This design comes from an exercise in tuning for small area, a short achievable clock period and few clock cycles on the open sky130 flow, not from production work.
Where RTL was checked, it was by simulation tests only, not by an equivalence proof against the original.
Function not checked in runs 3 and 4: the RTL went through the layout flow alone.
Power is estimated from default activity; no workload was simulated.

File: flow/flow/run.sh
#!/bin/bash
# The standard layout, with the smallest buffer on the ports instead of the
# delay-cell buffers buffer_ports picks by default.
set -e
cp standard.sh standard.sh.txt
export BUFFER_PORTS_ARGS="-buffer_cell sky130_fd_sc_hd__buf_1"
bash standard.sh > standard.log 2>&1
File: flow/standard.sh
#!/bin/bash
# synth_recipe.tcl (not shown) runs the flow's synth.tcl, then flattens the netlist and writes it again
# the make line also repeats each setting of config.mk as NAME=value (left out here)
make -C /OpenROAD-flow-scripts/flow DESIGN_CONFIG=/design/flow/config.mk WORK_HOME=/design/flow/orfs CLKGATE_MAP_FILE= SYNTH_SCRIPT=/design/flow/synth_recipe.tcl "${@:-finish}"
File: flow/config.mk
export PLATFORM = sky130hd
export DESIGN_NAME = Mult
export DESIGN_NICKNAME = Mult
export VERILOG_FILES = /design/flow/design.v
export SDC_FILE = /design/flow/constraint.sdc
export NUM_CORES = 4
export LEC_CHECK = 0
export ABC_AREA = 1
export CAP_MARGIN = 20
export CORE_MARGIN = 2
export CORE_UTILIZATION = 40
export SLEW_MARGIN = 20
File: flow/constraint.sdc
create_clock -name core_clock -period 4.0 [get_ports {clk}]
set_input_delay 0.8000 -clock core_clock [delete_from_list [all_inputs] [get_ports {clk}]]
set_output_delay 0.8000 -clock core_clock [all_outputs]
set_load 0.01 [all_outputs]
File: flow/design.v
module Mult (
    input wire clk,
    input wire reset_total,
    input wire reset_local,
    input wire [31:0] operand_A_in,
    input wire [31:0] operand_B_in,
    output wire [31:0] product_Hi_out,
    output wire [31:0] product_Lo_out,
    output wire done
);
    localparam G  = 4;                 
    localparam W  = 2 * G;             
    localparam NG = (32 + W - 1) / W;  
    localparam NW = W + 33;            
    localparam NU = 64 - NW;           
    localparam NS = NW + 3;            
    reg  [NU-1:0] U;                   
    reg  [NW-1:0] S, C;                
    reg  [2:0]    q;                   
    reg  [NG-1:0] R;                   
    reg           swap;                
    reg  [G-1:0]  d_one, d_two, d_neg;  
    wire start = reset_local;
    wire busy  = |R;
    wire [NG-1:0] TA, TB;
    assign TA[0] = |operand_A_in;
    assign TB[0] = |operand_B_in;
    genvar j, k;
    generate
        for (j = 1; j < NG; j = j + 1) begin : g_t
            wire [32-W*j:0] ha = operand_A_in[31:W*j-1];
            wire [32-W*j:0] hb = operand_B_in[31:W*j-1];
            assign TA[j] = ~(&ha | ~|ha);
            assign TB[j] = ~(&hb | ~|hb);
        end
    endgenerate
    wire [NG-1:0] T0    = TA & TB;
    wire          swap0 = |(TB & ~TA);
    wire [NG-1:0] Rn  = R >> 1;
    wire [NG-1:0] oh  = start ? (T0 & ~(T0 >> 1)) : (Rn & ~(Rn >> 1));
    wire [W*NG:0] ae  = {{(W*NG-32){operand_A_in[31]}}, operand_A_in, 1'b0};
    wire [W*NG:0] be  = {{(W*NG-32){operand_B_in[31]}}, operand_B_in, 1'b0};
    reg  [W:0]    ga, gb;
    integer i;
    always @(*) begin
        ga = {(W+1){1'b0}};
        gb = {(W+1){1'b0}};
        for (i = 0; i < NG; i = i + 1) begin
            ga = ga | ({(W+1){oh[i]}} & ae[W*i +: W+1]);
            gb = gb | ({(W+1){oh[i]}} & be[W*i +: W+1]);
        end
    end
    wire       sw  = start ? swap0 : swap;
    wire [W:0] grp = sw ? ga : gb;
    wire [G-1:0] n_one, n_two, n_neg;
    generate
        for (k = 0; k < G; k = k + 1) begin : g_dec
            wire b0 = grp[2*k], b1 = grp[2*k+1], b2 = grp[2*k+2];
            assign n_one[k] = b1 ^ b0;
            assign n_two[k] = (b2 & ~b1 & ~b0) | (~b2 & b1 & b0);
            assign n_neg[k] = b2;
        end
    endgenerate
    localparam [63:0] KC64 = 64'd0 - ((((64'd1 << (2 * G)) + 64'd8) / 64'd3) << 33);
    localparam [NS-1:0] KC = KC64[NS-1:0];
    wire [31:0] M  = swap ? operand_B_in : operand_A_in;  
    wire [33:0] m1 = {{2{M[31]}}, M};
    wire [33:0] m2 = {M[31], M, 1'b0};
    wire [NS-1:0] xs [0:G-1];
    reg  [W-1:0]  negbits;
    generate
        for (k = 0; k < G; k = k + 1) begin : g_pp
            wire [33:0] x = (({34{d_one[k]}} & m1) | ({34{d_two[k]}} & m2)) ^ {34{d_neg[k]}};
            if (k == 0) begin : g_first
                assign xs[k] = KC | {{(NS-36){1'b0}}, ~x[33], x[33], x[33], x[32:0]};
            end else begin : g_rest
                wire [NS-1:0] xe = {{(NS-34){1'b0}}, ~x[33], x[32:0]};
                assign xs[k] = xe << (2 * k);
            end
        end
    endgenerate
    always @(*) begin
        negbits = {W{1'b0}};
        for (i = 0; i < G; i = i + 1) negbits[2*i] = d_neg[i];
    end
    wire [NS-1:0] a0 = {{3{1'b0}}, S[NW-W-1:0], negbits};
    wire [NS-1:0] a1 = {{3{1'b0}}, C[NW-W-1:0], {W{1'b0}}};
    wire [2:0]    nq;                  
    assign        nq = ns[NS-1:NW] + nc[NS-1:NW];
    reg  [NS-1:0] ns, nc;
    function [2*NS-1:0] csa;
        input [NS-1:0] x, y, z;
        csa = {x ^ y ^ z, ((x & y) | (x & z) | (y & z)) << 1};
    endfunction
    generate
        if (G == 4) begin : g_t4
            always @(*) begin : b_t4
                reg [NS-1:0] s1, c1, s2, c2, s3, c3;
                {s1, c1} = csa(xs[0], xs[1], xs[2]);
                {s2, c2} = csa(xs[3], a0, a1);
                {s3, c3} = csa(s1, c1, s2);
                {ns, nc} = csa(s3, c3, c2);
            end
        end else if (G == 3) begin : g_t3
            always @(*) begin : b_t3
                reg [NS-1:0] s1, c1, s2, c2;
                {s1, c1} = csa(xs[0], xs[1], xs[2]);
                {s2, c2} = csa(s1, c1, a0);
                {ns, nc} = csa(s2, c2, a1);
            end
        end else begin : g_t2
            always @(*) begin : b_t2
                reg [NS-1:0] s1, c1;
                {s1, c1} = csa(a0, a1, xs[0]);
                {ns, nc} = csa(s1, c1, xs[1]);
            end
        end
    endgenerate
    wire [NU-5:0] uh  = U[NU-1:4];
    wire [NU-5:0] uhp = uh + 1'b1;
    wire [NU-5:0] uhm = uh - 1'b1;
    wire [3:0]    ul  = U[3:0];
    wire          qm2 = (q == 3'b110);
    wire          qm1 = (q == 3'b111);
    wire          qz  = (q == 3'b000);
    wire          qp1 = (q == 3'b001);
    wire          qp2 = (q == 3'b010);
    wire          b0  = (qm1 & (ul == 4'd0)) | (qm2 & (ul <= 4'd1));
    wire          c0  = (qp1 & (ul == 4'd15)) | (qp2 & (ul >= 4'd14));
    wire          b1  = qm2 & (ul == 4'd0);
    wire          c1  = (qz & (ul == 4'd15)) | (qp1 & (ul >= 4'd14)) | (qp2 & (ul >= 4'd13));
    wire [3:0]    l0  = ul + {q[2], q};
    wire [3:0]    l1  = ul + {q[2], q} + 4'd1;
    wire [NU-1:0] uq0 = {(b0 ? uhm : c0 ? uhp : uh), l0};
    wire [NU-1:0] uq1 = {(b1 ? uhm : c1 ? uhp : uh), l1};
    wire [W:0]    hs;
    ks_add #(.N(W)) u_hs (.a(S[NW-1:NW-W]), .b(C[NW-1:NW-W]), .y(hs));
    wire [NU-1:0] u_it = {(hs[W] ? uq1[NU-W-1:0] : uq0[NU-W-1:0]), hs[W-1:0]};
    localparam NL = NW / 2;
    localparam NH = NW - NL;
    wire [NL:0]   zl;
    wire [NH:0]   zh0, zh1;
    ks_add #(.N(NL)) u_zl (.a(S[NL-1:0]), .b(C[NL-1:0]), .y(zl));
    ks_add #(.N(NH)) u_zh0 (.a(S[NW-1:NL]), .b(C[NW-1:NL]), .y(zh0));
    ks_add1 #(.N(NH)) u_zh1 (.a(S[NW-1:NL]), .b(C[NW-1:NL]), .y(zh1));
    wire [NW:0]   z = {(zl[NL] ? zh1 : zh0), zl[NL-1:0]};
    wire [NU-1:0] u_fn = z[NW] ? uq1 : uq0;
    always @(posedge clk) begin
        if (reset_total) begin
            R   <= {NG{1'b0}};
        end else if (start) begin
            R   <= T0;
        end else if (busy) begin
            R   <= Rn;
        end
        if (start) begin
            U    <= {NU{1'b0}};
            S    <= {NW{1'b0}};
            C    <= {NW{1'b0}};
            q    <= 3'd0;
            swap <= swap0;
        end else if (busy) begin
            U    <= u_it;
            S    <= ns[NW-1:0];
            C    <= nc[NW-1:0];
            q    <= nq;
        end
        if (start | busy) begin
            d_one <= n_one;
            d_two <= n_two;
            d_neg <= n_neg;
        end
    end
    assign done = ~busy;
    wire [63:0] P = {u_fn, z[NW-1:0]};
    assign product_Hi_out = P[63:32];
    assign product_Lo_out = P[31:0];
endmodule
module ks_add #(parameter N = 8) (
    input  wire [N-1:0] a,
    input  wire [N-1:0] b,
    output wire [N:0]   y
);
    reg [N-1:0] g, p, g2, p2;
    integer i, d;
    always @(*) begin
        g = a & b;
        p = a | b;
        for (d = 1; d < N; d = d * 2) begin
            g2 = g;
            p2 = p;
            for (i = d; i < N; i = i + 1) begin
                g2[i] = g[i] | (p[i] & g[i-d]);
                p2[i] = p[i] & p[i-d];
            end
            g = g2;
            p = p2;
        end
    end
    assign y = {g[N-1], (a ^ b) ^ {g[N-2:0], 1'b0}};
endmodule
module ks_add1 #(parameter N = 8) (
    input  wire [N-1:0] a,
    input  wire [N-1:0] b,
    output wire [N:0]   y
);
    reg [N-1:0] g, p, g2, p2;
    integer i, d;
    always @(*) begin
        g = (a & b) | {{(N-1){1'b0}}, a[0] | b[0]};
        p = a | b;
        for (d = 1; d < N; d = d * 2) begin
            g2 = g;
            p2 = p;
            for (i = d; i < N; i = i + 1) begin
                g2[i] = g[i] | (p[i] & g[i-d]);
                p2[i] = p[i] & p[i-d];
            end
            g = g2;
            p = p2;
        end
    end
    assign y = {g[N-1], (a ^ b) ^ {g[N-2:0], 1'b1}};
endmodule
==> results.cfg, run 1 <==
[detailed_routing]
num_vias = 15820
routedWlPerCell_um = 18.09
wl_mm = 54.83
drc = 0
avgViaCountPerCell = 5.219
antenna_left = 0
drt_iter0_drc = 1008
dr.pass1.iters = 5

[clocking]
clock_path_buffers = 2
cts_tree = yes
clkSlewWorstSetupHoldPaths_ns = 0.06
root_buffer = clkbuf_16
cts.sinks = 121
clock_latency_ns = 0.46
cts_inserted_buffers = 17
ctsHtreeMaxLevel = 4
cts_hold_buf = 0

[power]
switching_share_pct = 52.62
internal_power_mw = 7.184
peakVddDrop_mv = 0.4168
powerDensity_mw_per_mm2 = 820.6
seqPwrFrac_pct = 13.5
power.share.combinational_pct = 74.9
p_leak_nw = 9.015
pwr-share-clk_pct = 11.6
p_switching_mw = 7.979
power.total_mw = 15.16

[placed_design]
dp.cells = 2993
hpwlAfterDp_mm = 43.74
io_buffers = 131
dpl_worst_slack_ns = 0.1757
gp_congestion = 0.9825
place_area_sq_mm = 0.01765

[sta]
report.final.setup_viol = 0
final-hold-violation-count = 0
max_freq_mhz = 261.5
relSlewSlack_pct = 34.47
layout_setup_ws_ns = 0.1759
worst_pin_slew_ns = 0.9556
rsz0062_at_grt = false
maxSlewViolCount = 0
finalCriticalPeriod_ns = 3.824
period_share_pct = 95.60
finClkSkew_ns = 0.01107
fin_setup_tns_ns = 0

[outcome]
status = complete, no violations

[global_route]
grt_antenna_before_repair = 0
grt_util_all_layers_pct = 26.06
grt_pass1_vias = 15500
overflow = 0
grt_pass1_wl_mm = 85.32
grt_max_degree = 113

[finish]
drive_above_1_share_pct = 7.603
fin_cells = 3031
final-seq-area_sq_mm = 0.002544
areaGrowthSynthToFinish_pct = 12.90
stdcell_area_sq_mm = 0.01848
final_nets = 2780
num_antenna_cells = 0
multiInputGateArea_sq_mm = 0.01176
fillCellCount = 4195

[synthesis]
synth_flop_cell = dfxtp_1
synthDistinctLibCells = 54
ys_warn_count = 5
syn_area_sq_mm = 0.01637
syn_avg_cell_area_sq_um = 6.950
synth-seq-area-share_pct = 15.53
async_reset_ff_share_pct = 0
synth-edff-count = 12
syn_inst = 2355
synth-seq-cells = 121

[die]
num_rows = 74
die-area_sq_mm = 0.04255
ioPinCount = 132
start_util_pct = 40.27
core_region_area_sq_mm = 0.04065
dieHeight_um = 206.3
die_width_um = 206.3

[critical_path]
start_kind = flop
worst-setup-path-type = flop to output port
required_ns = 3.20
cp-end-kind = output port
arrival_ns = 3.02
worstPathMaxFanout = 13

[run]
drv_cap = 0

[hold_path]
hp-class = flop to flop
[cell type report]
type	instances	area share (%)
timing repair buffer	206	6.168
tap	532	3.602
inverter	456	9.290
multi-input combinational	1684	63.65
clock inverter	11	1.036
clock buffer	21	2.492
sequential	121	13.77
[Yosys cell counts, drive strengths merged (16+ instances only)]
library cell | number | area share (%)
ha | 100 | 7.6
o21ai | 146 | 4.5
inv | 453 | 10
nand4 | 23 | 1.0
o211ai | 24 | 1.2
buf | 33 | 1.3
nor2 | 223 | 5.3
dfxtp | 109 | 13
fa | 127 | 16
clkbuf | 63 | 1.4
a21oi | 94 | 3.0
nand2 | 433 | 10
nand3 | 96 | 3.0
xnor2 | 16 | 0.86
o22ai | 143 | 5.5
xor2 | 188 | 10
[flip-flops by register name, indices dropped and copies added (netlist names)]
| name | flops |
|---|---|
| swap | 1 |
| C | 38 |
| d_one | 4 |
| U | 23 |
| d_neg | 4 |
| S | 41 |
| R | 4 |
| q | 2 |
| d_two | 4 |
[placed cells by master, fill, tap and decap left out, types with 9 or more instances in the layout]
cell	count
a221oi_1	9
inv_1	432
dfxtp_1	108
nand4_1	21
xnor2_1	16
nand3_1	95
o21ai_1	32
buf_4	68
nand2_2	15
clkbuf_16	18
nand2_1	412
nor2_1	213
o22ai_1	143
inv_2	21
buf_1	123
fa_1	127
a21oi_1	91
ha_1	97
o21ai_0	114
o211ai_1	22
edfxtp_1	12
xor2_1	188
[worst paths after layout]
check	startpoint	endpoint	slack [ns]	cells after the start
setup / recovery	C[2]	product_Hi_out[20]	0.18	18
hold reg to reg	C[37]	C[37]	0.49	2
setup reg to reg	swap	S[20]	0.28	10
hold / removal	C[37]	C[37]	0.49	2
[stage by stage]
stage | utilization, % | hold slack (ns)
floorplan | - | 0.4573
global placement | 43.41 | 0.4753
detailed placement | 43.41 | 0.4834
CTS | 45.06 | 0.4929
global route | 45.46 | 0.5201
finish | 45.46 | 0.4927
[power by group through the flow]
stage	Clock, mW	Sequential (mW)	Combinational, mW
2_1_floorplan	0	1.91	8.00
3_5_place_dp	0	2.07	11.2
3_3_place_gp	0	2.06	11.0
6_report	1.76	2.05	11.4
5_1_grt	1.83	2.11	13.0
4_1_cts	1.79	2.05	11.2
[metal layers]
metal	share of wire, %	track usage (%)
met5	0	0
met4	3.7	10.71
met3	5.7	3.043
met2	46	43.43
met1	44	34.22
[worst max-delay path, stage by stage (launching register included)]
cell	delay [ns]
dfxtp_1	0.31
ha_2	0.21
ha_1	0.21
nand3_1	0.10
nand2_2	0.09
a21oi_4	0.20
inv_2	0.04
nand2_1	0.07
nand2_2	0.11
nand2_4	0.10
nand2_8	0.10
inv_6	0.10
o211ai_4	0.10
nand4_4	0.14
buf_12	0.16
buf_12	0.15
nand3_1	0.07
nand2_1	0.13
clkbuf_2	0.15
[logic make-up (layout without fill, tap and decap cells)]
kind of cell / after synthesis / count (layout) / synth area share, %
multiplexers: 7 / 7 / 0.4281
adder cells (fa/ha/maj): 227 / 227 / 23.18
flip-flops: 121 / 121 / 15.53
AND/OR/NAND/NOR: 804 / 806 / 20.99
AO/OA/AOI/OAI: 440 / 440 / 15.76
buffers and inverters: 552 / 694 / 13.19
XOR/XNOR: 204 / 204 / 10.92
[timing repair]
action                                 4_1_cts  5_1_grt
setup endpoints to repair                   21       36
resized for setup                            3       28
gates cloned                                 0        3
setup buffers                                0        3
pin swaps                                    0        4
endpoints found under the hold margin        0        0
Testbench counts, summed over its fixed seeds: cycles 9,022.
==> run 2, diff against run 1 <==
--- a/flow/config.mk
+++ b/flow/config.mk
@@ -10,3 +10,4 @@
 export CORE_MARGIN = 2
 export CORE_UTILIZATION = 40
+export CTS_BUF_LIST = sky130_fd_sc_hd__clkbuf_8
 export SLEW_MARGIN = 20
==> results.cfg, run 2 <==
[hold_path]
hp-class = flop to flop

[detailed_routing]
num_vias = 15740
wl_mm = 54.81
drt_iter0_drc = 1010
avgViaCountPerCell = 5.192
drc = 0
routedWlPerCell_um = 18.08
dr.pass1.iters = 8
antenna_left = 0

[power]
power.total_mw = 14.72
internal_power_mw = 6.815
p_leak_nw = 8.941
seqPwrFrac_pct = 13.9
switching_share_pct = 53.70
powerDensity_mw_per_mm2 = 804.0
pwr-share-clk_pct = 9.0
power.share.combinational_pct = 77.1
p_switching_mw = 7.904
peakVddDrop_mv = 0.2871

[synthesis]
ys_warn_count = 5
yosys.area.top_type = fa_1
synth-seq-area-share_pct = 15.53
syn_area_sq_mm = 0.01637
syn_inst = 2355
synth.cells.most_frequent = inv_1 (437), nand2_1 (413), nor2_1 (214), xor2_1 (188), o22ai_1 (143)
async_reset_ff_share_pct = 0
synth-edff-count = 12
yosysMostFrequentCell = inv_1
synthDistinctLibCells = 54
synth_flop_cell = dfxtp_1
syn_avg_cell_area_sq_um = 6.950
ys_top_cells_by_area = fa_1 (16%), dfxtp_1 (13%), xor2_1 (10%)
synth-seq-cells = 121
synth_top_area_share_pct = 15.53

[finish]
multiInputGateArea_sq_mm = 0.01178
final_common_cell = inv_1
layout_common_cells = inv_1 (433), nand2_1 (409), nor2_1 (213)
stdcell_area_sq_mm = 0.01831
areaGrowthSynthToFinish_pct = 11.86
final-seq-area_sq_mm = 0.002544
largest_register_ffs = 41
reg_top3 = S (41), C (38), U (23)
drive_above_1_share_pct = 7.883
final_core_util_pct = 45.04
fillCellCount = 4218
regMostFlops = S
final_nets = 2780
num_antenna_cells = 0

[critical_path]
rrSetupSlack_ns = 0.33
worst-setup-path-type = flop to output port
cp-end-kind = output port
arrival_ns = 3.02
start_kind = flop
cp_cell_sequence = inv_1 -> ha_1 -> inv_1 -> a21oi_1 -> inv_1 -> a21oi_1 -> o211ai_2 -> nand4_4 -> buf_12 -> buf_12 -> nand3b_1 -> nand2_1 -> clkbuf_2
cp_num_buf_inv = 6
required_ns = 3.20
slowest_delay_ns = 0.41
slowest_stage = a21oi_1
worstPathMaxFanout = 12
critical_path.top_delay_family = compound AO/OA/AOI/OAI gates
path_common_cell = inv_1

[placed_design]
gp_congestion = 0.9825
place_area_sq_mm = 0.01765
io_buffers = 131
hpwlAfterDp_mm = 43.74

[clocking]
clock_latency_ns = 0.48
cts_hold_buf = 0
clock_path_buffers = 2
cts_inserted_buffers = 17
clkSlewWorstSetupHoldPaths_ns = 0.08
cts.sinks = 121
root_buffer = clkbuf_8
ctsHtreeMaxLevel = 4
cts_tree = yes

[die]
dieHeight_um = 206.3
die-area_sq_mm = 0.04255
num_rows = 74
die_width_um = 206.3
core_region_area_sq_mm = 0.04065
ioPinCount = 132
start_util_pct = 40.27

[sta]
maxSlewViolCount = 0
worst_pin_slew_ns = 0.9053
relSlewSlack_pct = 37.92
final-hold-violation-count = 0
finClkSkew_ns = 0.01819
rsz0062_at_grt = false
fin_setup_tns_ns = 0
finalCriticalPeriod_ns = 3.824
period_share_pct = 95.60
max_freq_mhz = 261.5
report.final.setup_viol = 0
finalHoldWorstSlack_ns = 0.4956

[global_route]
grt_pass1_vias = 15540
grt_max_degree = 113
grt_antenna_before_repair = 0
grt_util_all_layers_pct = 25.99
overflow = 0
grt_pass1_wl_mm = 85.19

[run]
drv_cap = 0

[outcome]
status = complete, no violations
-- run 2: cell type report --
| class | count | share of cell area [%] |
|---|---|---|
| Clock buffer | 19 | 1.428 |
| Clock inverter | 13 | 1.087 |
| Inverter | 456 | 9.377 |
| Multi-Input combinational cell | 1684 | 64.34 |
| Sequential cell | 121 | 13.89 |
| Tap cell | 532 | 3.636 |
| Timing Repair Buffer | 206 | 6.233 |
-- run 2: stage by stage --
stage / worst slack, ns / cells
floorplan: 0.4766 / 2355
global placement: 0.2175 / 2993
detailed placement: 0.1757 / 2993
CTS: 0.04261 / 3025
global route: 0.009752 / 3031
finish: 0.1762 / 3031
-- run 2: worst paths after layout --
| path | start | cells past startpoint | endpoint |
|---|---|---|---|
| max | S[22] | 13 | product_Hi_out[18] |
| min | C[37] | 2 | C[37] |
| max reg2reg | swap | 10 | S[20] |
| min reg2reg | C[37] | 2 | C[37] |
-- run 2: timing repair --
| action | in CTS | in global routing |
|---|---|---|
| endpoints found under the hold margin | 0 | 0 |
| setup endpoints to repair | 23 | 30 |
| pin swaps | 0 | 4 |
| gates resized for setup | 5 | 34 |
| setup buffers | 0 | 3 |
| gates cloned | 0 | 3 |
-- run 2: routing by layer --
layer  part of all wire (%)  global-route usage [%]  vias to the layer above
li1                       -                       -                     7730
met1                     44                   34.12                     7307
met2                     46                   43.17                      590
met3                    6.4                   3.264                      109
met4                    3.9                   10.61                        0
met5                      0                       0                        -
-- run 2: cell families after synthesis --
| family | after synthesis | synth area share, % |
|---|---|---|
| simple gates | 804 | 20.99 |
| buf+inv | 552 | 13.19 |
| compound gates | 440 | 15.76 |
| fa+ha+maj | 227 | 23.18 |
| xor+xnor | 204 | 10.92 |
| flops | 121 | 15.53 |
| mux | 7 | 0.4281 |
-- run 2: tightest hold or removal path: stages, from the launching register on --
cell	delay [ns]
dfxtp_1	0.32
inv_1	0.07
o21ai_1	0.06
-- run 2: power by group through the flow --
stage	combinational [mW]	sequential [mW]	clock [mW]
finish	11.3	2.05	1.33
global route	13.0	2.11	1.40
CTS	11.2	2.04	1.36
detailed placement	11.2	2.07	0
global placement	11.0	2.06	0
floorplan	8.00	1.91	0
==> run 3, diff against run 2 <==
--- a/flow/design.v
+++ b/flow/design.v
@@ -137,12 +137,18 @@
     ks_add #(.N(W)) u_hs (.a(S[NW-1:NW-W]), .b(C[NW-1:NW-W]), .y(hs));
     wire [NU-1:0] u_it = {(hs[W] ? uq1[NU-W-1:0] : uq0[NU-W-1:0]), hs[W-1:0]};
-    localparam NL = NW / 2;
-    localparam NH = NW - NL;
-    wire [NL:0]   zl;
-    wire [NH:0]   zh0, zh1;
-    ks_add #(.N(NL)) u_zl (.a(S[NL-1:0]), .b(C[NL-1:0]), .y(zl));
-    ks_add #(.N(NH)) u_zh0 (.a(S[NW-1:NL]), .b(C[NW-1:NL]), .y(zh0));
-    ks_add1 #(.N(NH)) u_zh1 (.a(S[NW-1:NL]), .b(C[NW-1:NL]), .y(zh1));
-    wire [NW:0]   z = {(zl[NL] ? zh1 : zh0), zl[NL-1:0]};
+    localparam N0 = 14;
+    localparam N1 = 14;
+    localparam N2 = NW - N0 - N1;
+    wire [N0:0]   z0;
+    wire [N1:0]   z10, z11;
+    wire [N2:0]   z20, z21;
+    ks_add  #(.N(N0)) u_z0  (.a(S[N0-1:0]), .b(C[N0-1:0]), .y(z0));
+    ks_add  #(.N(N1)) u_z10 (.a(S[N0+N1-1:N0]), .b(C[N0+N1-1:N0]), .y(z10));
+    ks_add1 #(.N(N1)) u_z11 (.a(S[N0+N1-1:N0]), .b(C[N0+N1-1:N0]), .y(z11));
+    ks_add  #(.N(N2)) u_z20 (.a(S[NW-1:N0+N1]), .b(C[NW-1:N0+N1]), .y(z20));
+    ks_add1 #(.N(N2)) u_z21 (.a(S[NW-1:N0+N1]), .b(C[NW-1:N0+N1]), .y(z21));
+    wire [N1:0]   z1 = z0[N0] ? z11 : z10;
+    wire [N2:0]   z2 = z1[N1] ? z21 : z20;
+    wire [NW:0]   z  = {z2, z1[N1-1:0], z0[N0-1:0]};
     wire [NU-1:0] u_fn = z[NW] ? uq1 : uq0;
     always @(posedge clk) begin
--- a/flow/config.mk
+++ b/flow/config.mk
@@ -10,4 +10,3 @@
 export CORE_MARGIN = 2
 export CORE_UTILIZATION = 40
-export CTS_BUF_LIST = sky130_fd_sc_hd__clkbuf_8
 export SLEW_MARGIN = 20
==> results.cfg, run 3 <==
[outcome]
status = complete, no violations

[finish]
largest_register_ffs = 41
final-seq-area_sq_mm = 0.002546
num_antenna_cells = 0
fillCellCount = 4145
multiInputGateArea_sq_mm = 0.01177
layout_common_cells = nand2_1 (461), inv_1 (394), nor2_1 (204)
final_common_cell = nand2_1
regMostFlops = S
areaGrowthSynthToFinish_pct = 12.81
final_nets = 2769
drive_above_1_share_pct = 7.074
reg_top3 = S (41), C (38), U (23)

[clocking]
cts_inserted_buffers = 17
clock_latency_ns = 0.45
cts_tree = yes
cts.sinks = 121
clock_path_buffers = 2
ctsHtreeMaxLevel = 4
clkSlewWorstSetupHoldPaths_ns = 0.06
root_buffer = clkbuf_16

[hold_path]
hold-path-cell-count = 2
hp-class = flop to flop

[detailed_routing]
dr.max_layer_used = met4
antenna_left = 0
wl_met3_mm = 3.521
num_vias = 16000
met2_length_mm = 23.37
dr.pass1.iters = 6
wl_mm = 52.55
avgViaCountPerCell = 5.310
drt_iter0_drc = 1296
drc = 0
met1_length_mm = 23.99
routedWlPerCell_um = 17.44

[placed_design]
io_buffers = 131
gp_congestion = 0.9126
dpl_worst_slack_ns = 0.1331
hpwlAfterDp_mm = 40.94

[sta]
final-hold-violation-count = 0
worst_pin_slew_ns = 1.121
maxSlewViolCount = 0
relSlewSlack_pct = 25.24
max_freq_mhz = 257.0
report.final.setup_viol = 0
finClkSkew_ns = 0.01419
finalCriticalPeriod_ns = 3.890
period_share_pct = 97.26
layout_setup_ws_ns = 0.1096

[power]
powerDensity_mw_per_mm2 = 791.7
power.total_mw = 14.52
p_leak_nw = 8.923
peakVddDrop_mv = 0.3633

[synthesis]
synth_flop_cell = dfxtp_1
ys_warn_count = 6
yosys.area.top_type = fa_1
syn_avg_cell_area_sq_um = 6.965
synth-seq-area-share_pct = 15.64
syn_area_sq_mm = 0.01626
ys_top_cells_by_area = fa_1 (16%), dfxtp_1 (13%), nand2_1 (11%)
yosysMostFrequentCell = nand2_1
async_reset_ff_share_pct = 0
synth.cells.most_frequent = nand2_1 (462), inv_1 (398), nor2_1 (205), xor2_1 (186), o22ai_1 (140)
synth-seq-cells = 121
synth_top_area_share_pct = 15.64
synthDistinctLibCells = 49
syn_inst = 2334
synth-edff-count = 12

[critical_path]
reg2regPathDepth = 12
cp-end-kind = output port
required_ns = 3.20
worst-setup-path-type = flop to output port
arrival_ns = 3.09
start_kind = flop
worstPathMaxFanout = 6

[global_route]
grt_max_degree = 111
overflow = 0
grt_util_all_layers_pct = 25.28
grt_pass1_wl_mm = 83.61
grt_pass1_vias = 15690
grt_antenna_before_repair = 0

[die]
start_util_pct = 40.73
core_region_area_sq_mm = 0.03991
die-area_sq_mm = 0.04227
num_rows = 73
dieHeight_um = 205.6
die_width_um = 205.6
ioPinCount = 132

[run]
drv_cap = 0
## run 3: per-stage QoR
step	cell area, sq um	utilization [%]	instances	TNS, ns	hold WS [ns]
after global routing	18340	45.94	3013	-0.001321	0.5307
after floorplan	16260	-	2334	0	0.4573
after global placement	17520	43.90	2970	0	0.4820
final	18340	45.94	3013	0	0.5031
after detailed placement	17520	43.90	2970	0	0.4973
after CTS	18220	45.65	3005	0	0.5060
## run 3: what timing repair did
action	in CTS	in global routing
hold buffers	0	0
cloned	1	1
pin swaps	4	7
endpoints found under the setup margin	23	32
resized for setup	6	12
setup buffers	2	7
## run 3: routing by layer
metal	global-route usage [%]	up-vias
li1	-	7726
met1	35.28	7590
met2	39.51	582
met3	3.453	100
met4	9.764	0
met5	0	-
## run 3: area by class of cell
type                       count  share of cell area, %
timing repair buffer         213                  6.257
tap                          525                  3.582
sequential                   121                  13.89
clock buffer                  22                  2.695
clock inverter                10                 0.8665
multi-input combinational   1707                  64.20
inverter                     415                  8.515
## run 3: cells by family after synthesis
logic type	share of synthesized area (%)
multiplexers	1.047
adder cells (fa/ha/maj)	23.34
AO/OA/AOI/OAI	14.34
XOR/XNOR	10.67
flip-flops	15.64
buffers and inverters	12.28
AND/OR/NAND/NOR	22.69
## run 3: worst paths after layout
kind / from / endpoint / slack (ns)
min: R[2] / R[1] / 0.50
min reg2reg: R[2] / R[1] / 0.50
max reg2reg: swap / S[19] / 0.30
max: C[10] / product_Hi_out[14] / 0.11
## run 3: critical path, stage by stage (launching register included)
cell,delay [ns]
dfxtp_1,0.33
inv_1,0.10
ha_1,0.22
inv_1,0.11
nand2_1,0.07
nor3_2,0.14
nand4_1,0.22
nand4_1,0.28
nand3_4,0.17
nand2_4,0.12
inv_2,0.04
nand2_2,0.08
nand3_4,0.11
buf_12,0.18
nand2_4,0.12
nand2_1,0.08
nand2_1,0.11
buf_1,0.16
## run 3: report_power, final
| part | switching (mW) | internal [mW] |
|---|---|---|
| clock | 0.614 | 1.13 |
| combinational | 6.63 | 4.14 |
| sequential | 0.323 | 1.69 |
==> run 4, diff against run 3 <==
==> flow/run.sh (new file) <==
#!/bin/bash
# synth_recipe.tcl (not shown) runs the flow's synth.tcl, then flattens the netlist and writes it again
# the make line also repeats each setting of config.mk as NAME=value (left out here)
make -C /OpenROAD-flow-scripts/flow DESIGN_CONFIG=/design/flow/config.mk WORK_HOME=/design/flow/orfs CLKGATE_MAP_FILE= SYNTH_SCRIPT=/design/flow/synth_recipe.tcl finish
removed: flow/flow/run.sh
removed: flow/standard.sh
==> results.cfg, run 4 <==
[outcome]
status = complete, no violations

[clocking]
clkSlewWorstSetupHoldPaths_ns = 0.06
ctsHtreeMaxLevel = 4
cts_inserted_buffers = 17
clock_path_buffers = 2
cts_hold_buf = 0
cts_tree = yes
clock_latency_ns = 0.45
root_buffer = clkbuf_16
cts.sinks = 121

[sta]
maxSlewViolCount = 0
period_share_pct = 99.16
final-hold-violation-count = 0
finClkSkew_ns = 0.01665
relSlewSlack_pct = 34.11
worst_pin_slew_ns = 0.9884
fin_setup_tns_ns = 0
report.final.setup_viol = 0
finalCriticalPeriod_ns = 3.966
rsz0062_at_grt = true
max_freq_mhz = 252.1

[critical_path]
worst-setup-path-type = flop to output port
worstPathMaxFanout = 5
required_ns = 3.20
start_kind = flop
arrival_ns = 3.17
cp-end-kind = output port

[power]
peakVddDrop_mv = 0.3905
seqPwrFrac_pct = 13.6
powerDensity_mw_per_mm2 = 760.3
p_leak_nw = 9.662
power.share.combinational_pct = 75.8
internal_power_mw = 7.268
p_switching_mw = 7.584
switching_share_pct = 51.06
pwr-share-clk_pct = 10.6

[finish]
regMostFlops = S
final_common_cell = nand2_1
largest_register_ffs = 41
drive_above_1_share_pct = 10.81
final_nets = 2825
areaGrowthSynthToFinish_pct = 20.16
num_antenna_cells = 0
stdcell_area_sq_mm = 0.01953
reg_top3 = S (41), C (38), U (23)
layout_common_cells = nand2_1 (460), inv_1 (387), nor2_1 (202)

[global_route]
grt_pass1_wl_mm = 85.94
grt_antenna_before_repair = 0
gr-usage-met1_pct = 36.20
grt_pass1_vias = 15970
overflow = 0
grt_max_degree = 99
met2_usage_pct = 41.57
grt_util_all_layers_pct = 25.91
grt.busiest_layer = met2
met3_usage_pct = 3.389

[synthesis]
synth_compound_area_share_pct = 14.34
ys_warn_count = 6
synthAdderAreaFrac_pct = 23.34
synth-seq-cells = 121
synth_mux_area_share_pct = 1.047
syn_area_sq_mm = 0.01626
synth_top_family_by_area = adder cells
syn_inst = 2334
ys_top_cells_by_area = fa_1 (16%), dfxtp_1 (13%), nand2_1 (11%)
synth-simple-area-share_pct = 22.69
synth.cells.most_frequent = nand2_1 (462), inv_1 (398), nor2_1 (205), xor2_1 (186), o22ai_1 (140)
yosys.area_share.xor_xnor_pct = 10.67
synth-edff-count = 12
synth-seq-area-share_pct = 15.64
syn_avg_cell_area_sq_um = 6.965
synth_top_area_share_pct = 15.64
synthDistinctLibCells = 49
yosysMostFrequentCell = nand2_1
synth_flop_cell = dfxtp_1
async_reset_ff_share_pct = 0
yosys.area.top_type = fa_1

[die]
die-area_sq_mm = 0.04227
die_width_um = 205.6
dieHeight_um = 205.6
start_util_pct = 40.73
num_rows = 73
core_region_area_sq_mm = 0.03991
ioPinCount = 132

[placed_design]
gp_congestion = 0.9083
hpwlAfterDp_mm = 42.25
place_area_sq_mm = 0.01874
io_buffers = 131

[detailed_routing]
antenna_left = 0
dr.pass1.iters = 6
drc = 0
routedWlPerCell_um = 17.39
drt_iter0_drc = 1144
wl_mm = 53.36
avgViaCountPerCell = 5.202
num_vias = 15970

[run]
drv_cap = 0

[hold_path]
hp-class = flop to flop
[run 4: cells by family (layout without fill, tap and decap cells)]
logic type,count (synthesis),after routing
flip-flops,121,121
AO/OA/AOI/OAI,398,398
XOR/XNOR,198,198
adder cells (fa/ha/maj),227,227
multiplexers,17,17
AND/OR/NAND/NOR,865,867
buffers and inverters,508,716
[run 4: worst paths after layout]
kind,end,depth (start not counted),slack (ns),from
setup / recovery,product_Hi_out[14],17,0.03,C[11]
hold / removal,R[1],2,0.50,R[2]
hold reg to reg,R[1],2,0.50,R[2]
setup reg to reg,S[23],13,0.49,swap
[run 4: final cells by class]
cell class | count | area (sq um)
tap | 525 | 656.9
timing repair buffer | 269 | 2354
sequential | 121 | 2552
clock buffer | 23 | 499.2
multi-input combinational | 1707 | 11820
fill | 3992 | 20380
inverter | 415 | 1562
clock inverter | 9 | 86.33
[run 4: worst max-delay path, stage by stage, from the launching register on]
cell and delay, ns:
dfxtp_2 0.33, inv_2 0.06, ha_1 0.21, inv_2 0.07
nand2_1 0.07, nor3_2 0.19, nand4_1 0.23, nand4_1 0.31
nand3_4 0.18, nand2_4 0.11, inv_2 0.03, nand2_2 0.07
nand3_4 0.11, buf_12 0.18, buf_4 0.15, nand3b_1 0.08
nand2_1 0.07, dlygate4sd2_1 0.28
[run 4: repair_timing]
action,4_1_cts,5_1_grt
buffers inserted,8,11
setup endpoints to repair,36,41
pin swaps,10,9
gates resized for setup,60,73
gates cloned,3,0
[run 4: power groups by stage]
stage | sequential, mW | clock, mW | combinational, mW
final | 2.02 | 1.57 | 11.3
after global routing | 2.08 | 1.63 | 13.0
after CTS | 2.02 | 1.59 | 11.3
after detailed placement | 2.04 | 0 | 11.4
after global placement | 2.02 | 0 | 11.2
after floorplan | 1.91 | 0 | 7.67
[run 4: per-stage QoR]
stage                     utilization (%)  cells  power (mW)  setup slack (ns)  hold slack (ns)
after global routing                48.94   3069       16.69           -0.1211           0.5214
after CTS                           48.82   3058       14.92          0.001976           0.5022
final                               48.94   3069       14.85           0.03352           0.4983
after global placement              46.96   3015       13.21           0.01375           0.4796
after floorplan                         -   2334       9.579            0.4788           0.4573
after detailed placement            46.96   3015       13.42          -0.01982           0.4927
[run 4: layer usage]
| layer | share of wire, % | vias up | wire (um) |
|---|---|---|---|
| met2 | 45 | 486 | 24120 |
| met5 | 0 | - | 0 |
| met4 | 2.6 | 0 | 1393 |
| met1 | 47 | 7561 | 25110 |
| li1 | - | 7847 | - |
| met3 | 5.1 | 72 | 2743 |
==> run 5, diff against run 4 <==
--- a/flow/design.v
+++ b/flow/design.v
@@ -21,4 +21,5 @@
     reg           swap;                
     reg  [G-1:0]  d_one, d_two, d_neg;  
+    reg           first;               
     wire start = reset_local;
     wire busy  = |R;
@@ -62,7 +63,20 @@
         end
     endgenerate
+    wire [G-1:0] b_one, b_two, b_neg;
+    wire [W:0]   blo = {operand_B_in[W-1:0], 1'b0};
+    generate
+        for (k = 0; k < G; k = k + 1) begin : g_bdec
+            wire b0 = blo[2*k], b1 = blo[2*k+1], b2 = blo[2*k+2];
+            assign b_one[k] = b1 ^ b0;
+            assign b_two[k] = (b2 & ~b1 & ~b0) | (~b2 & b1 & b0);
+            assign b_neg[k] = b2;
+        end
+    endgenerate
+    wire [G-1:0] c_one = start ? b_one : d_one;
+    wire [G-1:0] c_two = start ? b_two : d_two;
+    wire [G-1:0] c_neg = start ? b_neg : d_neg;
     localparam [63:0] KC64 = 64'd0 - ((((64'd1 << (2 * G)) + 64'd8) / 64'd3) << 33);
     localparam [NS-1:0] KC = KC64[NS-1:0];
-    wire [31:0] M  = swap ? operand_B_in : operand_A_in;  
+    wire [31:0] M  = (swap & ~start) ? operand_B_in : operand_A_in;  
     wire [33:0] m1 = {{2{M[31]}}, M};
     wire [33:0] m2 = {M[31], M, 1'b0};
@@ -71,5 +85,5 @@
     generate
         for (k = 0; k < G; k = k + 1) begin : g_pp
-            wire [33:0] x = (({34{d_one[k]}} & m1) | ({34{d_two[k]}} & m2)) ^ {34{d_neg[k]}};
+            wire [33:0] x = (({34{c_one[k]}} & m1) | ({34{c_two[k]}} & m2)) ^ {34{c_neg[k]}};
             if (k == 0) begin : g_first
                 assign xs[k] = KC | {{(NS-36){1'b0}}, ~x[33], x[33], x[33], x[32:0]};
@@ -82,11 +96,14 @@
     always @(*) begin
         negbits = {W{1'b0}};
-        for (i = 0; i < G; i = i + 1) negbits[2*i] = d_neg[i];
-    end
-    wire [NS-1:0] a0 = {{3{1'b0}}, S[NW-W-1:0], negbits};
-    wire [NS-1:0] a1 = {{3{1'b0}}, C[NW-W-1:0], {W{1'b0}}};
-    wire [2:0]    nq;                  
-    assign        nq = ns[NS-1:NW] + nc[NS-1:NW];
+        for (i = 0; i < G; i = i + 1) negbits[2*i] = c_neg[i];
+    end
+    wire          clr = start | first;
+    wire [NW-W-1:0] sl = clr ? {(NW-W){1'b0}} : S[NW-W-1:0];
+    wire [NW-W-1:0] cl = clr ? {(NW-W){1'b0}} : C[NW-W-1:0];
+    wire [NS-1:0] a0 = {{3{1'b0}}, sl, negbits};
+    wire [NS-1:0] a1 = {{3{1'b0}}, cl, {W{1'b0}}};
     reg  [NS-1:0] ns, nc;
+    wire [2:0]    nq = ns[NS-1:NW] + nc[NS-1:NW];   
+    wire [2:0]    nq0 = {3{~nc[NW]}};
     function [2*NS-1:0] csa;
         input [NS-1:0] x, y, z;
@@ -137,18 +154,12 @@
     ks_add #(.N(W)) u_hs (.a(S[NW-1:NW-W]), .b(C[NW-1:NW-W]), .y(hs));
     wire [NU-1:0] u_it = {(hs[W] ? uq1[NU-W-1:0] : uq0[NU-W-1:0]), hs[W-1:0]};
-    localparam N0 = 14;
-    localparam N1 = 14;
-    localparam N2 = NW - N0 - N1;
-    wire [N0:0]   z0;
-    wire [N1:0]   z10, z11;
-    wire [N2:0]   z20, z21;
-    ks_add  #(.N(N0)) u_z0  (.a(S[N0-1:0]), .b(C[N0-1:0]), .y(z0));
-    ks_add  #(.N(N1)) u_z10 (.a(S[N0+N1-1:N0]), .b(C[N0+N1-1:N0]), .y(z10));
-    ks_add1 #(.N(N1)) u_z11 (.a(S[N0+N1-1:N0]), .b(C[N0+N1-1:N0]), .y(z11));
-    ks_add  #(.N(N2)) u_z20 (.a(S[NW-1:N0+N1]), .b(C[NW-1:N0+N1]), .y(z20));
-    ks_add1 #(.N(N2)) u_z21 (.a(S[NW-1:N0+N1]), .b(C[NW-1:N0+N1]), .y(z21));
-    wire [N1:0]   z1 = z0[N0] ? z11 : z10;
-    wire [N2:0]   z2 = z1[N1] ? z21 : z20;
-    wire [NW:0]   z  = {z2, z1[N1-1:0], z0[N0-1:0]};
+    localparam NL = NW / 2;
+    localparam NH = NW - NL;
+    wire [NL:0]   zl;
+    wire [NH:0]   zh0, zh1;
+    ks_add #(.N(NL)) u_zl (.a(S[NL-1:0]), .b(C[NL-1:0]), .y(zl));
+    ks_add #(.N(NH)) u_zh0 (.a(S[NW-1:NL]), .b(C[NW-1:NL]), .y(zh0));
+    ks_add1 #(.N(NH)) u_zh1 (.a(S[NW-1:NL]), .b(C[NW-1:NL]), .y(zh1));
+    wire [NW:0]   z = {(zl[NL] ? zh1 : zh0), zl[NL-1:0]};
     wire [NU-1:0] u_fn = z[NW] ? uq1 : uq0;
     always @(posedge clk) begin
@@ -156,16 +167,21 @@
             R   <= {NG{1'b0}};
         end else if (start) begin
-            R   <= T0;
+            R   <= TB[1] ? T0 : {NG{1'b0}};
         end else if (busy) begin
             R   <= Rn;
         end
         if (start) begin
+            first <= 1'b1;
+            swap  <= swap0;
+        end else if (busy) begin
+            first <= 1'b0;
+        end
+        if (start) begin
             U    <= {NU{1'b0}};
-            S    <= {NW{1'b0}};
-            C    <= {NW{1'b0}};
-            q    <= 3'd0;
-            swap <= swap0;
+            S    <= ns[NW-1:0];
+            C    <= nc[NW-1:0];
+            q    <= nq0;
         end else if (busy) begin
-            U    <= u_it;
+            U    <= first ? {NU{1'b0}} : u_it;
             S    <= ns[NW-1:0];
             C    <= nc[NW-1:0];
==> flow/flow/run.sh (new file) <==
#!/bin/bash
# The standard layout, with the smallest buffer on the ports instead of the
# delay-cell buffers buffer_ports picks by default.
set -e
cp standard.sh standard.sh.txt
export BUFFER_PORTS_ARGS="-buffer_cell sky130_fd_sc_hd__buf_1"
bash standard.sh > standard.log 2>&1
==> flow/standard.sh (new file) <==
#!/bin/bash
# synth_recipe.tcl (not shown) runs the flow's synth.tcl, then flattens the netlist and writes it again
# the make line also repeats each setting of config.mk as NAME=value (left out here)
make -C /OpenROAD-flow-scripts/flow DESIGN_CONFIG=/design/flow/config.mk WORK_HOME=/design/flow/orfs CLKGATE_MAP_FILE= SYNTH_SCRIPT=/design/flow/synth_recipe.tcl "${@:-finish}"
removed: flow/run.sh
==> results.cfg, run 5 <==
[sta]
final-hold-violation-count = 0
report.final.setup_viol = 0
layout_setup_ws_ns = 0.1550
rsz0062_at_grt = true
fin_setup_tns_ns = 0
finalCriticalPeriod_ns = 3.845
maxSlewViolCount = 0
finClkSkew_ns = 0.01420
worst_pin_slew_ns = 0.5619
period_share_pct = 96.12
max_freq_mhz = 260.1
relSlewSlack_pct = 62.50

[global_route]
met3_usage_pct = 3.524
gr-usage-met1_pct = 32.60
grt_max_degree = 73
grt_antenna_before_repair = 0
overflow = 0
grt_pass1_vias = 15910
grt_util_all_layers_pct = 24.77
grt.busiest_layer = met2
grt_pass1_wl_mm = 85.95
met2_usage_pct = 41.37

[outcome]
status = complete, no violations

[detailed_routing]
wl_mm = 54.76
routedWlPerCell_um = 17.99
num_vias = 16040
antenna_left = 0
drt_iter0_drc = 1371
drc = 0
dr.pass1.iters = 6
avgViaCountPerCell = 5.269

[clocking]
clkSlewWorstSetupHoldPaths_ns = 0.06
cts_hold_buf = 0
cts.sinks = 123
root_buffer = clkbuf_16
cts_tree = yes
ctsHtreeMaxLevel = 4
clock_latency_ns = 0.44
clock_path_buffers = 2
cts_inserted_buffers = 17

[finish]
areaGrowthSynthToFinish_pct = 15.16
regMostFlops = S
drive_above_1_share_pct = 10.94
final_common_cell = nand2_1
stdcell_area_sq_mm = 0.01977
layout_common_cells = nand2_1 (439), inv_1 (430), nor2_1 (227)
multiInputGateArea_sq_mm = 0.01179
final_nets = 2787
fillCellCount = 4218
largest_register_ffs = 41
num_antenna_cells = 0
reg_top3 = S (41), C (38), U (23)
final-seq-area_sq_mm = 0.003403
fin_cells = 3044

[placed_design]
gp_congestion = 0.9492
hpwlAfterDp_mm = 43.84
place_area_sq_mm = 0.01897
io_buffers = 131
dp.cells = 3002
dpl_worst_slack_ns = -0.1167

[die]
core_region_area_sq_mm = 0.04213
dieHeight_um = 211.2
die-area_sq_mm = 0.04460
num_rows = 75
die_width_um = 211.2
start_util_pct = 40.75
ioPinCount = 132

[synthesis]
synth-seq-cells = 123
syn_inst = 2315
synth.cells.most_frequent = nand2_1 (443), inv_1 (430), nor2_1 (229), xor2_1 (183), o22ai_1 (136)
async_reset_ff_share_pct = 0
yosys.area.top_type = edfxtp_1
syn_area_sq_mm = 0.01717
ys_top_cells_by_area = edfxtp_1 (16%), fa_1 (15%), nand2_1 (9.7%)
synth-edff-count = 94
synth-seq-area-share_pct = 19.82
synthDistinctLibCells = 61
synth_top_area_share_pct = 16.44
yosysMostFrequentCell = nand2_1
syn_avg_cell_area_sq_um = 7.417
ys_warn_count = 5
synth_flop_cell = edfxtp_1

[critical_path]
required_ns = 3.20
arrival_ns = 3.04
worstPathMaxFanout = 8
crit_path_start = S[2]
start_kind = flop
worst-setup-path-type = flop to output port
reg2reg_from = d_one[0]
cp-end-kind = output port

[run]
drv_cap = 0

[hold_path]
hp-class = flop to flop
min_from = R[2]

[power]
peakVddDrop_mv = 0.3942
p_leak_nw = 9.705
powerDensity_mw_per_mm2 = 802.4
[run 5: cell types whose count changed after synthesis, sizes merged, moves of 9 or more]
cell / before / now
edfxtp: 12 / 94
dfxtp: 109 / 29
o21ai: 144 / 76
nand3: 134 / 75
inv: 408 / 447
a21oi: 62 / 97
nor2: 216 / 242
clkbuf: 63 / 43
buf: 30 / 46
mux2i: 17 / 7
nor3: 13 / 22
[run 5: cell type report]
type	instances	share of cell area (%)
inverters	448	8.517
well taps	539	3.411
flip-flops and latches	123	17.21
multi-input cells	1656	59.64
clock inverters	14	0.7656
clock buffers	18	2.170
repair buffers	246	8.283
[run 5: power by group]
part	internal, mW	leakage, nW	switching [mW]	total [mW]
Combinational	4.25	8.17	7.13	11.4
Sequential	2.32	1.24	0.586	2.90
Clock	0.969	0.288	0.618	1.59
Total	7.54	9.70	8.33	15.9
[run 5: per-layer routing]
metal | vias up | share of wire, % | wire length (um)
met5 | - | 0 | 0
met4 | 0 | 3.5 | 1893
met3 | 122 | 5.6 | 3058
met2 | 556 | 48 | 26080
met1 | 7632 | 43 | 23730
li1 | 7730 | - | -
[run 5: logic make-up after synthesis]
| group | count (synthesis) | share of synthesized area [%] |
|---|---|---|
| flops | 123 | 19.82 |
| xor+xnor | 201 | 10.25 |
| compound gates | 372 | 13.76 |
| buf+inv | 537 | 12.45 |
| simple gates | 844 | 21.04 |
| fa+ha+maj | 229 | 22.14 |
| mux | 9 | 0.5392 |
[run 5: worst paths after layout]
| path | depth (start not counted) | slack (ns) | to |
|---|---|---|---|
| worst min-delay path | 2 | 0.52 | R[1] |
| worst max-delay path | 17 | 0.16 | product_Hi_out[31] |
| worst min register to register | 2 | 0.52 | R[1] |
| worst max register to register | 13 | 0.70 | S[13] |
[run 5: metrics by stage]
| step | utilization (%) | total power, mW | hold slack (ns) |
|---|---|---|---|
| after detailed placement | 45.02 | 14.10 | 0.5118 |
| after CTS | 46.71 | 15.83 | 0.5180 |
| final | 46.93 | 15.87 | 0.5165 |
| after global placement | 45.02 | 13.81 | 0.5034 |
| after floorplan | - | 10.40 | 0.4541 |
| after global routing | 46.93 | 17.48 | 0.5789 |
[run 5: timing repair]
item | CTS | global route
resized for setup | 11 | 18
setup buffers | 4 | 4
endpoints found under the setup margin | 28 | 31
cloned | 2 | 0
pin swaps | 3 | 4
[run 5: worst max-delay path: stages, from the launching register on]
cell and delay [ns]:
edfxtp_1 0.44, ha_4 0.20, ha_1 0.20, nand3_1 0.10
nand2_2 0.09, a21oi_4 0.18, inv_2 0.04, nand2_1 0.09
nand2_4 0.08, nand2_4 0.09, nand2_8 0.08, o211ai_2 0.14
nand4_4 0.15, buf_12 0.18, bufbuf_16 0.27, nand3_1 0.08
nand2_1 0.05, buf_2 0.13
Testbench counts of run 5, summed over its fixed seeds: cycles 8,404.
==> run 6, diff against run 5 <==
--- a/flow/config.mk
+++ b/flow/config.mk
@@ -10,3 +10,6 @@
 export CORE_MARGIN = 2
 export CORE_UTILIZATION = 40
+export CTS_BUF_LIST = sky130_fd_sc_hd__clkbuf_8
 export SLEW_MARGIN = 20
+export SYNTH_HIERARCHICAL = 1
+export SYNTH_MINIMUM_KEEP_SIZE = 0
==> results.cfg, run 6 <==
[outcome]
status = complete, no violations

[detailed_routing]
drc = 0
routedWlPerCell_um = 17.34
antenna_left = 0
wl_mm = 62.08
dr.pass1.iters = 6
num_vias = 18450
drt_iter0_drc = 1492
avgViaCountPerCell = 5.154

[sta]
max_freq_mhz = 254.3
fin_setup_tns_ns = 0
layout_setup_ws_ns = 0.06716
relSlewSlack_pct = 46.82
finClkSkew_ns = 0.02204
report.final.setup_viol = 0
period_share_pct = 98.32
worst_pin_slew_ns = 0.7958
maxSlewViolCount = 0
finalCriticalPeriod_ns = 3.933
rsz0062_at_grt = true
final-hold-violation-count = 0

[clocking]
clock_latency_ns = 0.50
cts.sinks = 123
clock_path_buffers = 2
cts_tree = yes
cts_hold_buf = 0
cts_inserted_buffers = 17
clkSlewWorstSetupHoldPaths_ns = 0.09
ctsHtreeMaxLevel = 4
root_buffer = clkbuf_8

[critical_path]
slowest_stage = edfxtp_1
reg2regPathDepth = 11
cp_num_buf_inv = 6
arrival_ns = 3.13
required_ns = 3.20
worstPathMaxFanout = 5
start_kind = flop
reg2reg_from = d_one[1]
slowest_delay_ns = 0.53
critical_path.top_delay_family = buffers and inverters
cp_cell_sequence = buf_4 -> ha_2 -> nand2_1 -> nand2_2 -> clkinv_1 -> nand2_2 -> o21ai_2 -> nand2_1 -> nand2_1 -> nand2_1 -> inv_1 -> nand2_2 -> o21ai_4 -> clkinvlp_4 -> buf_6 -> a221oi_4 -> a21oi_2 -> buf_2
rrSetupSlack_ns = 0.63
worst-setup-path-type = flop to output port
crit_path_start = S[23]
r2r_end = S[14]
cp-end-kind = output port
path_common_cell = nand2_1

[power]
p_leak_nw = 11.34
peakVddDrop_mv = 0.3733
power.total_mw = 20.65
powerDensity_mw_per_mm2 = 914.6

[global_route]
grt_max_degree = 61
grt_pass1_vias = 18010
grt_pass1_wl_mm = 96.90
grt_util_all_layers_pct = 24.43
grt_antenna_before_repair = 1
overflow = 0

[synthesis]
synth_flop_cell = edfxtp_1
syn_area_sq_mm = 0.01954
syn_avg_cell_area_sq_um = 7.167
ys_warn_count = 11
synth-seq-cells = 123
syn_inst = 2727
yosysMostFrequentCell = nand2_1
synth-seq-area-share_pct = 17.41
synthDistinctLibCells = 57
async_reset_ff_share_pct = 0
yosys.area.top_type = edfxtp_1
synth.cells.most_frequent = nand2_1 (603), inv_1 (536), nor2_1 (227), xor2_1 (186), ha_1 (166)
ys_top_cells_by_area = edfxtp_1 (14%), fa_1 (13%), nand2_1 (12%)
synth_top_area_share_pct = 14.44
synth-edff-count = 94

[finish]
stdcell_area_sq_mm = 0.02258
num_antenna_cells = 0
regMostFlops = S
largest_register_ffs = 41
layout_common_cells = nand2_1 (588), inv_1 (525), nor2_1 (216)
reg_top3 = S (41), C (38), U (23)
areaGrowthSynthToFinish_pct = 15.54
final_common_cell = nand2_1
final_nets = 3306
drive_above_1_share_pct = 13.35

[hold_path]
hold-path-cell-count = 2
hold_end = R[1]
hp-class = flop to flop
min_from = R[2]

[die]
die-area_sq_mm = 0.05064
die_width_um = 225.0
core_region_area_sq_mm = 0.04855
start_util_pct = 40.26
num_rows = 81
ioPinCount = 132
dieHeight_um = 225.0

[run]
drv_cap = 0

[placed_design]
hpwlAfterDp_mm = 49.44
place_area_sq_mm = 0.02149
dpl_worst_slack_ns = -0.2353
gp_congestion = 0.9765
io_buffers = 131
## run 6: cell types whose count changed in the layout (fill, tap and decap cells not counted), sizes merged, moves of 22 or more
cell / delta
ha: +63
a21oi: -22
nand2: +171
inv: +109
buf: +28
nand3: +65
## run 6: metal layers
| layer | GRT usage, % | vias up | wire, um |
|---|---|---|---|
| met1 | 32.54 | 8735 | 27600 |
| met4 | 7.178 | 2 | 1450 |
| met2 | 41.53 | 630 | 29460 |
| met3 | 2.973 | 79 | 3559 |
| li1 | - | 9006 | - |
| met5 | 0 | - | 8 |
## run 6: worst register-to-register path: cells and delay by family (launching register included)
| kind | cells | cell delay (ns) |
|---|---|---|
| flip-flops | 1 | 0.34 |
| buffers and inverters | 5 | 0.51 |
| XOR/XNOR | 1 | 0.12 |
| adder cells (fa/ha/maj) | 3 | 1.45 |
| AO/OA/AOI/OAI | 2 | 0.70 |
## run 6: how the worst max path moves through the flow
stage	to	depth (start not counted)
final	product_Hi_out[24]	18
after global routing	product_Hi_out[25]	15
after CTS	product_Hi_out[23]	14
after detailed placement	S[13]	12
after global placement	S[13]	12
after floorplan	S[19]	12
## run 6: through the flow
stage,instances,hold WS [ns],util [%]
after global placement,3508,0.4732,44.27
final,3580,0.4991,46.51
after detailed placement,3508,0.4893,44.27
after CTS,3552,0.5036,45.43
after global routing,3580,0.5416,46.51
after floorplan,2731,0.4523,-
## run 6: what timing repair did
action,in CTS,in global routing
resized for setup,13,96
setup endpoints to repair,44,25
pin swaps,6,22
gates cloned,0,1
setup buffers,12,27
## run 6: power by group
group,internal (mW),switching (mW),leakage [nW]
logic,6.61,9.62,9.89
registers,2.37,0.791,1.24
clock network,0.647,0.620,0.217
total,9.62,11.0,11.3
## run 6: area by class of cell
class | count | area (sq um)
inverter | 558 | 2101
multi-input combinational | 1972 | 14050
clock inverter | 14 | 183.9
timing repair buffer | 273 | 1817
sequential | 123 | 3403
clock buffer | 18 | 247.7
tap | 622 | 778.2
fill | 4888 | 25960
## run 6: cell families after synthesis
group / synth area share (%)
adders and majority gates: 23.74
and+or+nand+nor: 23.73
buffers and inverters: 12.58
xor gates and xnor gates: 9.366
other: 0.01919
AOI/OAI and AO/OA: 10.39
DFF: 17.41
muxes: 2.759
==> run 7, diff against run 6 <==
--- a/flow/config.mk
+++ b/flow/config.mk
@@ -11,5 +11,4 @@
 export CORE_UTILIZATION = 40
 export CTS_BUF_LIST = sky130_fd_sc_hd__clkbuf_8
+export SETUP_SLACK_MARGIN = 0.15
 export SLEW_MARGIN = 20
-export SYNTH_HIERARCHICAL = 1
-export SYNTH_MINIMUM_KEEP_SIZE = 0
==> results.cfg, run 7 <==
[die]
start_util_pct = 40.75
core_region_area_sq_mm = 0.04213
num_rows = 75
die_width_um = 211.2
ioPinCount = 132
dieHeight_um = 211.2
die-area_sq_mm = 0.04460

[synthesis]
syn_area_sq_mm = 0.01717
async_reset_ff_share_pct = 0
syn_inst = 2315
synth_top_area_share_pct = 16.44
yosysMostFrequentCell = nand2_1
ys_top_cells_by_area = edfxtp_1 (16%), fa_1 (15%), nand2_1 (9.7%)
synth_flop_cell = edfxtp_1
synth.cells.most_frequent = nand2_1 (443), inv_1 (430), nor2_1 (229), xor2_1 (183), o22ai_1 (136)
yosys.area.top_type = edfxtp_1
synth-seq-area-share_pct = 19.82
synth-edff-count = 94
synth-seq-cells = 123
yosys.area_share.xor_xnor_pct = 10.25
synth_compound_area_share_pct = 13.76
ys_warn_count = 5
synth_mux_area_share_pct = 0.5392
synthAdderAreaFrac_pct = 22.14
syn_avg_cell_area_sq_um = 7.417
synth-simple-area-share_pct = 21.04
synth_top_family_by_area = adder cells
synthDistinctLibCells = 61

[sta]
relSlewSlack_pct = 35.19
worst_pin_slew_ns = 0.9641
finalCriticalPeriod_ns = 3.773
final-hold-violation-count = 0
period_share_pct = 94.33
finClkSkew_ns = 0.01817
rsz0062_at_grt = true
maxSlewViolCount = 0
report.final.setup_viol = 0
max_freq_mhz = 265.0

[clocking]
cts_inserted_buffers = 17
cts.sinks = 123
clock_latency_ns = 0.49
cts_hold_buf = 0
clkSlewWorstSetupHoldPaths_ns = 0.07
root_buffer = clkbuf_8
clock_path_buffers = 2
ctsHtreeMaxLevel = 4
cts_tree = yes

[outcome]
status = complete, no violations

[finish]
layout_common_cells = nand2_1 (430), inv_1 (426), nor2_1 (227)
regMostFlops = S
num_antenna_cells = 0
multiInputGateArea_sq_mm = 0.01209
final_nets = 2819
final_core_util_pct = 48.25
reg_top3 = S (41), C (38), U (23)
final_common_cell = nand2_1
drive_above_1_share_pct = 14.51
fillCellCount = 4165
final-seq-area_sq_mm = 0.003406
areaGrowthSynthToFinish_pct = 18.40
largest_register_ffs = 41

[power]
p_switching_mw = 8.478
seqPwrFrac_pct = 18.0
power.total_mw = 16.08
internal_power_mw = 7.597
powerDensity_mw_per_mm2 = 790.8
switching_share_pct = 52.74
peakVddDrop_mv = 0.4476
power.share.combinational_pct = 74.7
p_leak_nw = 9.916
pwr-share-clk_pct = 7.3

[critical_path]
slowest_stage = edfxtp_1
worst-setup-path-type = flop to output port
required_ns = 3.20
worstPathMaxFanout = 6
cp-end-kind = output port
arrival_ns = 2.97
cp_cell_sequence = ha_2 -> o21bai_1 -> a21oi_1 -> nor2_1 -> nor3_2 -> nand2_8 -> inv_4 -> o211ai_4 -> nand4_4 -> buf_12 -> buf_8 -> nand3b_1 -> nand2_2 -> clkbuf_2
start_kind = flop
slowest_delay_ns = 0.45

[placed_design]
io_buffers = 131
hpwlAfterDp_mm = 44.20
gp_congestion = 0.9257

[global_route]
overflow = 0
grt_max_degree = 60
grt_pass1_vias = 16030
grt_antenna_before_repair = 0
grt_util_all_layers_pct = 24.97
grt_pass1_wl_mm = 86.46

[detailed_routing]
routedWlPerCell_um = 18.21
drt_iter0_drc = 1436
drc = 0
wl_mm = 56.03
antenna_left = 0
dr.pass1.iters = 6
num_vias = 16180
avgViaCountPerCell = 5.258

[hold_path]
hp-class = flop to flop

[run]
drv_cap = 0
[run 7: cell types whose count changed in the layout (fill, tap and decap cells not counted), moves of 13 or more]
cell	change
nand2_1	-158
inv_1	-99
nand3_1	-59
ha_1	-56
mux2i_1	-23
mux2_2	-21
nand2_2	-17
nor2_2	-16
buf_1	-15
o221ai_1	+14
a21oi_1	+13
buf_12	+13
[run 7: worst paths after layout]
check,from,endpoint,slack (ns),cells past startpoint
setup / recovery,C[13],product_Hi_out[14],0.23,14
hold / removal,first,first,0.52,2
setup reg to reg,swap,S[18],0.57,11
hold reg to reg,first,first,0.52,2
[run 7: critical path, delay by kind of cell (launching register included)]
family,cells,cell delay (ns)
AND/OR/NAND/NOR,6,0.82
buffers and inverters,4,0.53
AO/OA/AOI/OAI,3,0.47
flip-flops,1,0.45
adder cells (fa/ha/maj),1,0.22
[run 7: layer usage]
metal	vias up	track usage [%]	share of wire, %
li1	7785	-	-
met1	7707	33.08	43
met2	570	42.14	48
met3	113	2.899	5.6
met4	0	8.815	3.2
met5	-	0	0
[run 7: power by group through the flow]
stage	sequential (mW)	clock (mW)	combinational, mW
floorplan	2.60	0	7.82
global placement	2.89	0	11.0
detailed placement	2.91	0	11.2
CTS	2.88	1.19	11.5
global route	2.96	1.24	13.5
finish	2.89	1.18	12.0
[run 7: area by class of cell]
class / instances / area share [%]
clock buffer: 17 / 1.151
clock inverter: 15 / 0.7755
inverter: 448 / 8.284
multi-input combinational: 1656 / 59.49
sequential: 123 / 16.75
tap: 539 / 3.317
timing repair buffer: 278 / 10.23
[run 7: logic make-up (layout without fill, tap and decap cells)]
| group | count (synthesis) | in the layout |
|---|---|---|
| AND/OR/NAND/NOR | 844 | 845 |
| multiplexers | 9 | 9 |
| flip-flops | 123 | 123 |
| adder cells (fa/ha/maj) | 229 | 229 |
| XOR/XNOR | 201 | 201 |
| AO/OA/AOI/OAI | 372 | 372 |
| buffers and inverters | 537 | 758 |
[run 7: timing repair]
item,in CTS,in global routing
pin swaps,9,23
gates resized for setup,29,72
gates cloned,2,2
buffers inserted,7,12
endpoints found under the setup margin,40,41
[run 7: per-stage QoR]
| stage | setup slack [ns] | setup TNS, ns | hold WS, ns | instances | cell area (sq um) |
|---|---|---|---|---|---|
| 6_report | 0.2269 | 0 | 0.5193 | 3076 | 20330 |
| 5_1_grt | 0.07795 | 0 | 0.5414 | 3076 | 20330 |
| 4_1_cts | 0.1214 | 0 | 0.5217 | 3062 | 19950 |
| 3_5_place_dp | -0.2803 | -5.818 | 0.5101 | 3021 | 19340 |
| 3_3_place_gp | -0.2105 | -3.806 | 0.5045 | 3021 | 19340 |
| 2_1_floorplan | 0.1413 | 0 | 0.4541 | 2315 | 17340 |

## re-timing with driven ports
How much do the figures lean on ideal ports? The routed layouts below were timed once more, with nothing changed but the port constraints.
Step 1, drivers: a clkbuf_16 drives clk and a buf_2 each remaining input, both assumed.
Step 2 adds t to the input delays and takes it off the output delays; t is the mean of the earliest and latest rising clock arrival at the registers after step 1. Input paths then give back, and output paths get back, about the clock's delay inside the block.
a / b / c = ideal ports / drivers / drivers and shift; a / b = the first two.
run | t (ns) | slack for setup (ns) | worst register clock-pin slew, ns
run 1 | 0.512 | 0.176 / 0.114 / 0.094 | 0.06 / 0.06
run 2 | 0.530 | 0.176 / 0.122 / 0.157 | 0.08 / 0.08
run 3 | 0.495 | 0.110 / 0.057 / 0.118 | 0.07 / 0.07
run 4 | 0.504 | 0.034 / -0.024 / -0.040 | 0.07 / 0.07
run 5 | 0.491 | 0.155 / 0.101 / -0.127 | 0.06 / 0.06
run 6 | 0.538 | 0.067 / 0.016 / -0.280 | 0.09 / 0.09
run 7 | 0.528 | 0.227 / 0.176 / -0.255 | 0.08 / 0.08
With both steps, setup timing fails in run 4, run 5, run 6 and run 7, where it was met with ideal ports. The setup slack of run 7, which loses most, moves by -0.051 ns with the drivers and by -0.482 ns with both steps.
